From an optimization exercise on the open Yosys and OpenROAD flow, aimed at small area and a short achievable clock period; shortcuts taken in it are not production practice. The RTL was checked by simulation tests, not by an equivalence proof against the original design. Power and IR drop assume default switching activity.

Setup of run A:
## sensor_trace
module sensor_trace # (parameter DW=512)
(
    input clk, resetn,
    input[31:0] cycles_per_frame,
    input[31:0] frame_header,
    input[7:0]  tracer_value,
    input[7:0]  tracer_enable,
    input[2:0]  tracer_index,
    output[31:0] rd_tracer_cell,
    input[31:0] wr_tracer_cell,
    input       wr_tracer_cell_wstrobe,
    input      [DW-1:0] lvds_in,
    output     [DW-1:0] lvds_out,
    output sof
);
Settings: LEC_CHECK=0, CAP_MARGIN=30, CORE_MARGIN=2, CORE_UTILIZATION=30, CTS_BUF_LIST=sky130_fd_sc_hd__clkbuf_8, PLACE_DENSITY=0.45, SETUP_SLACK_MARGIN=4.5, SLEW_MARGIN=20, SYNTH_HIERARCHICAL=1, SYNTH_MINIMUM_KEEP_SIZE=0, TNS_END_PERCENT=5; clock period 10.0 ns.
standard.sh (not shown) runs the stock make flow with config.mk's settings and CLKGATE_MAP_FILE= SYNTH_SCRIPT=/design/flow/synth_recipe.tcl, a recipe that flattens the netlist after the stock synthesis.
==> flow/flow/run.sh <==
#!/bin/bash
# ORFS layout through the standard.sh, with these changes:
# - synthesis: the standard script, with ABC's mapping script swapped
#   per module (flow/abc_override.tcl);
# - port buffers made from the smallest buffer cell (buffer_ports otherwise
#   picks a delay cell);
# - IO pins at least 0.68 um apart (every met3 track, every second met2
#   track), and the data bus pins ordered
#   byte by byte (flow/pins.tcl).
set -euo pipefail
here=$PWD
export MY_ABC_AREA="$here/flow/abc_area.script"
export MY_ABC_MAP="$here/flow/abc_map.script"
export BUFFER_PORTS_ARGS="-buffer_cell sky130_fd_sc_hd__buf_1"
export PLACE_PINS_ARGS="-min_distance 0.68"
export PRE_IO_PLACEMENT_TCL="$here/flow/pins.tcl"
cat flow/abc_override.tcl synth_recipe.tcl > my_synth.tcl
sed "s#SYNTH_SCRIPT=[^ ]*#SYNTH_SCRIPT=$here/my_synth.tcl#" standard.sh > my_standard.sh
grep -q "SYNTH_SCRIPT=$here/my_synth.tcl" my_standard.sh
bash my_standard.sh > standard_flow.log 2>&1
Other scripts of this flow, unchanged in this note and not shown: flow/flow/abc_area.script, flow/flow/abc_map.script, flow/flow/abc_override.tcl, flow/flow/pins.tcl
Setup changes, run A to run B
- swapping 4.5 for 4.25 in SETUP_SLACK_MARGIN
- clearing TNS_END_PERCENT, which used to be 5
-- flow/flow/run.sh --
<<< run A, line 5
# - port buffers made from the smallest buffer cell (buffer_ports otherwise
#   picks a delay cell);
# - IO pins at least 0.68 um apart (every met3 track, every second met2
#   track), and the data bus pins ordered
>>> run B, line 5
# - port buffers made from the smallest buffer cell (buffer_ports otherwise
#   picks a delay cell);
# - power recovery (gate downsizing off the critical paths) after global
#   routing;
# - IO pins at least 0.68 um apart (every met3 track, every second met2
#   track), and the data bus pins ordered
<<< run A, line 14
export BUFFER_PORTS_ARGS="-buffer_cell sky130_fd_sc_hd__buf_1"
export PLACE_PINS_ARGS="-min_distance 0.68"
export PRE_IO_PLACEMENT_TCL="$here/flow/pins.tcl"
cat flow/abc_override.tcl synth_recipe.tcl > my_synth.tcl
>>> run B, line 16
export BUFFER_PORTS_ARGS="-buffer_cell sky130_fd_sc_hd__buf_1"
export PLACE_PINS_ARGS="-min_distance 0.68"
export RECOVER_POWER=50
export PRE_IO_PLACEMENT_TCL="$here/flow/pins.tcl"
cat flow/abc_override.tcl synth_recipe.tcl > my_synth.tcl
==> comparison <==
Summary of run B and run A: one run falls short of a clean finish, namely run B. Layout checks on run B: not met. Flow itself completed; violations: capacitance limit, slew limit. Half-perimeter wire length of the detailed placement result of run B is on par with run A. Diff run A -> run B | combinational power | down by a few percent. Wire length of the first global-routing pass: run B vs run A down 6500 µm. Diff run B..run A | total negative slack for setup checks | unchanged. In run B, the final critical-path share of the clock period came out 23 points above the value in run A. Going from run A to run B, part of the power in combinational logic decreased 0.4 points; synthesized net count did not really move; final worst setup slack has decreased; global-route usage moved down. [run B] routed metal-1 wire length fell 1600 µm relative to run A.
Input-level comparison between run C and run B:
- PLACE_DENSITY: 0.45 -> 0.55
- SETUP_SLACK_MARGIN: 4.25 -> 4
- CORE_UTILIZATION: 30 -> 40
==> flow/flow/run.sh <==
#!/bin/bash
# ORFS layout through the standard.sh, with these changes:
# - synthesis: the standard script, with ABC's mapping script swapped
#   per module (flow/abc_override.tcl);
# - port buffers made from the smallest buffer cell (buffer_ports otherwise
#   picks a delay cell);
# - IO pins at least 0.68 um apart (every met3 track, every second met2
#   track), and the data bus pins ordered
#   byte by byte (flow/pins.tcl).
set -euo pipefail
here=$PWD
export MY_ABC_AREA="$here/flow/abc_area.script"
export MY_ABC_MAP="$here/flow/abc_map.script"
export BUFFER_PORTS_ARGS="-buffer_cell sky130_fd_sc_hd__buf_1"
export PLACE_PINS_ARGS="-min_distance 0.68"
export PRE_IO_PLACEMENT_TCL="$here/flow/pins.tcl"
cat flow/abc_override.tcl synth_recipe.tcl > my_synth.tcl
sed "s#SYNTH_SCRIPT=[^ ]*#SYNTH_SCRIPT=$here/my_synth.tcl#" standard.sh > my_standard.sh
grep -q "SYNTH_SCRIPT=$here/my_synth.tcl" my_standard.sh
bash my_standard.sh > standard_flow.log 2>&1
[summary]
Among run C and run B, a clean, completed layout was produced by run C alone. Run B had finished all stages when the layout checks came back failing, citing capacitance limit, slew limit. Floorplan die height (run B / run C): 1.15. In run C relative to run B, total number of vias had gone up by a few percent. Compared with run B, number of gates given a new drive strength after cts in run C decreased by more than a quarter. Between run C and run B, shortest clock period the worst path allows after layout is higher for run B, run C comes in under that. Looking only at sequential share of layout area, and setting everything else aside, the lower value of run C and run B goes to run B.
The inputs of run D differ from those of run C as listed below.
- PLACE_DENSITY: 0.55 -> 0.45
- CORE_UTILIZATION: 40 -> 30
- SETUP_SLACK_MARGIN: 4 -> 4.25
Results
Run D: wire length higher than run C
Last element of the critical path: lvds_out[457] -> run C, rd_tracer_cell[31] -> run D
Sequential share of layout area was lower in run D than in run C.
In run D, number of non-clock buffers in the layout is higher than in run C.
What run E does differently from run D at the input level:
- an added CTS_CLUSTER_SIZE of 12
- an added CTS_CLUSTER_DIAMETER of 60
--- outcome ---
On clock group share of total power: between run E and run D, it ends up higher for run D. Changes observed in run E relative to run D: design area went down 430 µm²; area growth from synthesis to final layout went down 1.8 points; arrival time of data at the critical path endpoint grew by 120 ps. In the flow results for run E and run D, the clock buffer count in the final layout is smaller on run E. Any difference in final worst hold slack between run E and run D is small enough to ignore. Run E vs. run D: maximum root-to-sink buffer count comparable, power now smaller, clock period minus final worst setup slack now larger.

========
The RTL this note starts from:
==> flow/design.v <==
module sensor_trace # (parameter DW=512)
(
    input clk, resetn,
    input[31:0] cycles_per_frame,
    input[31:0] frame_header,
    input[7:0]  tracer_value,
    input[7:0]  tracer_enable,
    input[2:0]  tracer_index,
    output[31:0] rd_tracer_cell,
    input[31:0] wr_tracer_cell,
    input       wr_tracer_cell_wstrobe,
    input      [DW-1:0] lvds_in,
    output     [DW-1:0] lvds_out,
    output sof
);
localparam NB = DW/8;
reg [31:0] cell0, cell1, cell2, cell3, cell4, cell5, cell6, cell7;
wire [7:0] idx_hot = 8'd1 << tracer_index;
wire [7:0] we = {8{wr_tracer_cell_wstrobe}} & idx_hot;
always @(posedge clk) begin
    if (we[0]) cell0 <= wr_tracer_cell;
    if (we[1]) cell1 <= wr_tracer_cell;
    if (we[2]) cell2 <= wr_tracer_cell;
    if (we[3]) cell3 <= wr_tracer_cell;
    if (we[4]) cell4 <= wr_tracer_cell;
    if (we[5]) cell5 <= wr_tracer_cell;
    if (we[6]) cell6 <= wr_tracer_cell;
    if (we[7]) cell7 <= wr_tracer_cell;
end
sensor_trace_rdmux u_rdmux (
    .hot(idx_hot),
    .c0(cell0), .c1(cell1), .c2(cell2), .c3(cell3),
    .c4(cell4), .c5(cell5), .c6(cell6), .c7(cell7),
    .rd(rd_tracer_cell)
);
wire [31:0] cells [0:7];
assign cells[0] = cell0; assign cells[1] = cell1;
assign cells[2] = cell2; assign cells[3] = cell3;
assign cells[4] = cell4; assign cells[5] = cell5;
assign cells[6] = cell6; assign cells[7] = cell7;
reg [31:0] fc;
wire fc_lo = (fc[31:2] == 30'd0);
reg [7:0] hb;
always @* begin
    case (fc[1:0])
        2'd0: hb = frame_header[7:0];
        2'd1: hb = frame_header[15:8];
        2'd2: hb = frame_header[23:16];
        default: hb = frame_header[31:24];
    endcase
end
genvar b;
wire [7:0] lane_all1, lane_all0;
sensor_trace_lanes u_lanes (.w(lvds_in), .all1(lane_all1), .all0(lane_all0));
wire hmatch = &((hb & lane_all1) | (~hb & lane_all0));
wire [31:0] fc_inc = fc + 32'd1;
wire fc_end;
sensor_trace_eq32 u_end (.a(fc_inc), .b(cycles_per_frame), .eq(fc_end));
wire fc_clear = ~resetn | (fc_lo ? ~hmatch : fc_end);
wire [31:0] fc_next = fc_clear ? 32'd0 : fc_inc;
always @(posedge clk)
    fc <= fc_next;
assign sof = (fc == 32'd4);
wire fci_hi0 = (fc_inc[31:26] == 6'd0);
wire mw_inc, mw_zero;
sensor_trace_match u_match_wr (.fc(fc_inc[25:0]), .fc_hi0(fci_hi0), .c(wr_tracer_cell[31:6]), .m(mw_inc));
assign mw_zero = (wr_tracer_cell[31:6] == 26'd0);
reg [7:0] mq;
genvar i, h;
for (i = 0; i < 8; i = i + 1) begin : g_mq
    wire m_inc, m_zero;
    sensor_trace_match u_match (.fc(fc_inc[25:0]), .fc_hi0(fci_hi0), .c(cells[i][31:6]), .m(m_inc));
    assign m_zero = (cells[i][31:6] == 26'd0);
    always @(posedge clk)
        mq[i] <= we[i] ? (fc_clear ? mw_zero : mw_inc) : (fc_clear ? m_zero : m_inc);
end
wire [63:0] nhi, nlo;
for (i = 0; i < 8; i = i + 1) begin : g_tr
    for (h = 0; h < 8; h = h + 1) begin : g_hl
        wire grp = mq[i] & (cells[i][5:3] == h);
        sensor_trace_gate u_gate (.en(tracer_enable[i]), .grp(grp), .nhi(nhi[8*h + i]));
        assign nlo[8*h + i] = ~(cells[i][2:0] == h);
    end
end
wire [7:0] ntv = ~tracer_value;
for (b = 0; b < NB; b = b + 1) begin : g_byte
    sensor_trace_byte u_byte (
        .nhi(nhi[8*(b/8) +: 8]), .nlo(nlo[8*(b%8) +: 8]),
        .ntv(ntv), .din(lvds_in[8*b +: 8]), .dout(lvds_out[8*b +: 8])
    );
end
endmodule
module sensor_trace_match
(
    input [25:0] fc,
    input        fc_hi0,
    input [25:0] c,
    output       m
);
assign m = fc_hi0 & (fc == c);
endmodule
module sensor_trace_byte
(
    input [7:0] nhi,
    input [7:0] nlo,
    input [7:0] ntv,
    input [7:0] din,
    output [7:0] dout
);
wire ns;
sensor_trace_bsel u_sel (.nhi(nhi), .nlo(nlo), .ns(ns));
sensor_trace_bmux u_mux (.ns(ns), .ntv(ntv), .din(din), .dout(dout));
endmodule
module sensor_trace_bsel
(
    input [7:0] nhi,
    input [7:0] nlo,
    output ns
);
assign ns = ~|(~nhi & ~nlo);
endmodule
module sensor_trace_bmux
(
    input ns,
    input [7:0] ntv,
    input [7:0] din,
    output [7:0] dout
);
assign dout = ns ? din : ~ntv;
endmodule
module sensor_trace_lanes
(
    input  [511:0] w,
    output [7:0]   all1,
    output [7:0]   all0
);
genvar k, b;
for (k = 0; k < 8; k = k + 1) begin : g_lane
    wire [63:0] lane;
    for (b = 0; b < 64; b = b + 1) begin : g_bit
        assign lane[b] = w[8*b + k];
    end
    assign all1[k] = &lane;
    assign all0[k] = ~|lane;
end
endmodule
module sensor_trace_rdmux
(
    input  [7:0]  hot,
    input  [31:0] c0, c1, c2, c3, c4, c5, c6, c7,
    output [31:0] rd
);
assign rd = ({32{hot[0]}} & c0) | ({32{hot[1]}} & c1)
          | ({32{hot[2]}} & c2) | ({32{hot[3]}} & c3)
          | ({32{hot[4]}} & c4) | ({32{hot[5]}} & c5)
          | ({32{hot[6]}} & c6) | ({32{hot[7]}} & c7);
endmodule
module sensor_trace_gate
(
    input  en,
    input  grp,
    output nhi
);
assign nhi = ~(en & grp);
endmodule
module sensor_trace_eq32
(
    input  [31:0] a,
    input  [31:0] b,
    output        eq
);
assign eq = (a == b);
endmodule
Settings: LEC_CHECK=0, CAP_MARGIN=30, CORE_MARGIN=2, CORE_UTILIZATION=30, CTS_BUF_LIST=sky130_fd_sc_hd__clkbuf_8, PLACE_DENSITY=0.45, SETUP_SLACK_MARGIN=4.25, SLEW_MARGIN=20, SYNTH_HIERARCHICAL=1, SYNTH_MINIMUM_KEEP_SIZE=0, TNS_END_PERCENT=5; clock period 10.0 ns.
==> flow/flow/run.sh <==
#!/bin/bash
# ORFS layout through the standard.sh, with these changes:
# - synthesis: the standard script, with ABC's mapping script swapped
#   per module (flow/abc_override.tcl);
# - port buffers made from the smallest buffer cell (buffer_ports otherwise
#   picks a delay cell);
# - IO pins at least 0.68 um apart (every met3 track, every second met2
#   track), and the data bus pins ordered
#   byte by byte (flow/pins.tcl).
set -euo pipefail
here=$PWD
export MY_ABC_AREA="$here/flow/abc_area.script"
export MY_ABC_MAP="$here/flow/abc_map.script"
export BUFFER_PORTS_ARGS="-buffer_cell sky130_fd_sc_hd__buf_1"
export PLACE_PINS_ARGS="-min_distance 0.68"
export PRE_IO_PLACEMENT_TCL="$here/flow/pins.tcl"
cat flow/abc_override.tcl synth_recipe.tcl > my_synth.tcl
sed "s#SYNTH_SCRIPT=[^ ]*#SYNTH_SCRIPT=$here/my_synth.tcl#" standard.sh > my_standard.sh
grep -q "SYNTH_SCRIPT=$here/my_synth.tcl" my_standard.sh
bash my_standard.sh > standard_flow.log 2>&1
Other scripts of this flow, unchanged in this note and not shown: flow/flow/abc_area.script, flow/flow/abc_map.script, flow/flow/abc_override.tcl, flow/flow/pins.tcl
==> next run, changes <==
--- a/flow/flow/run.sh
+++ b/flow/flow/run.sh
@@ -7,2 +7 @@
-# - IO pins at least 0.68 um apart (every met3 track, every second met2
-#   track), and the data bus pins ordered
+# - IO pins allowed on every routing track, and the data bus pins ordered
@@ -15 +14 @@
-export PLACE_PINS_ARGS="-min_distance 0.68"
+export PLACE_PINS_ARGS="-min_distance 1 -min_distance_in_tracks"
--- a/flow/config.mk
+++ b/flow/config.mk
@@ -13 +13 @@
-export SETUP_SLACK_MARGIN = 4.25
+export SETUP_SLACK_MARGIN = 4
@@ -17 +16,0 @@
-export TNS_END_PERCENT = 5
Clock-buffer cell count rose by 2.
Setup slack gets worse by 0.34 ns.
Register-to-register slack degrades by 0.14 ns.
First-iteration DRC count rose by 9.3%.
Non-clock buffer count fell by 15.
Die area does not change.
Via count came out higher by 1.6%.
Power rises by 5.0%.
Wire length goes up by about 2.4%.
Final cell count stays the same.
Global-route usage rose by 0.99 points.
==> next run, changes <==
--- a/flow/flow/run.sh
+++ b/flow/flow/run.sh
@@ -7 +7,2 @@
-# - IO pins allowed on every routing track, and the data bus pins ordered
+# - IO pins at least 0.68 um apart (every met3 track, every second met2
+#   track), and the data bus pins ordered
@@ -14 +15 @@
-export PLACE_PINS_ARGS="-min_distance 1 -min_distance_in_tracks"
+export PLACE_PINS_ARGS="-min_distance 0.68"
--- a/flow/config.mk
+++ b/flow/config.mk
@@ -13 +13 @@
-export SETUP_SLACK_MARGIN = 4
+export SETUP_SLACK_MARGIN = 4.4
@@ -16,0 +17 @@
+export TNS_END_PERCENT = 5
Cell count rises by 0.60%.
Worst setup slack is better by 0.51 ns.
Wire length shrinks by 0.54%.
Power fell by 4.1%.
Core utilization came out higher by 1.7 points.
Sequential share of layout area came out lower by 1.0 points.
Sequential cell count stays the same.

==> static timing again, ports no longer ideal <==
How much do the figures lean on ideal ports? The routed layouts below were timed once more, with nothing changed but the port constraints. Step 1: set_driving_cell puts a clkbuf_16 on clk and a buf_2 on each other input, an assumption about the parent block. Step 2 moves the port delays by t, midway between the first and last clock arrival at a register: inputs arrive t later, outputs are due t later. That takes back most of the time a late clock gives input paths. a / b / c = ideal / step 1 / step 2; a / b = the first two.
| run | shift t [ns] | setup WS [ns] | worst hold slack (ns) | worst register clock-pin slew, ns | cell pins on the clock port's net |
|---|---|---|---|---|---|
| run A | 0.720 | 4.388 / 4.290 / 3.811 | 0.503 / 0.503 / 0.503 | 0.07 / 0.07 | 1 |
| run B | 0.724 | 2.112 / 2.081 / 2.081 | 0.496 / 0.496 / 0.496 | 0.07 / 0.07 | 1 |
| run C | 0.716 | 3.899 / 3.791 / 3.791 | 0.511 / 0.511 / 0.511 | 0.07 / 0.07 | 1 |
| run D | 0.720 | 4.227 / 4.175 / 3.971 | 0.496 / 0.496 / 0.496 | 0.07 / 0.07 | 1 |
| run E | 0.683 | 4.109 / 4.010 / 3.952 | 0.498 / 0.498 / 0.498 | 0.09 / 0.09 | 1 |
| the first run of note 2 | 0.701 | 4.169 / 4.043 / 4.011 | 0.498 / 0.498 / 0.498 | 0.07 / 0.07 | 1 |
| the second run of note 2 | 0.746 | 3.831 / 3.735 / 3.735 | 0.514 / 0.514 / 0.514 | 0.07 / 0.07 | 1 |
| the third run of note 2 | 0.702 | 4.344 / 4.168 / 4.000 | 0.485 / 0.485 / 0.485 | 0.07 / 0.07 | 1 |
For run A, which loses most, drivers alone change the setup slack by -0.098 ns; drivers and shift together by -0.577 ns.
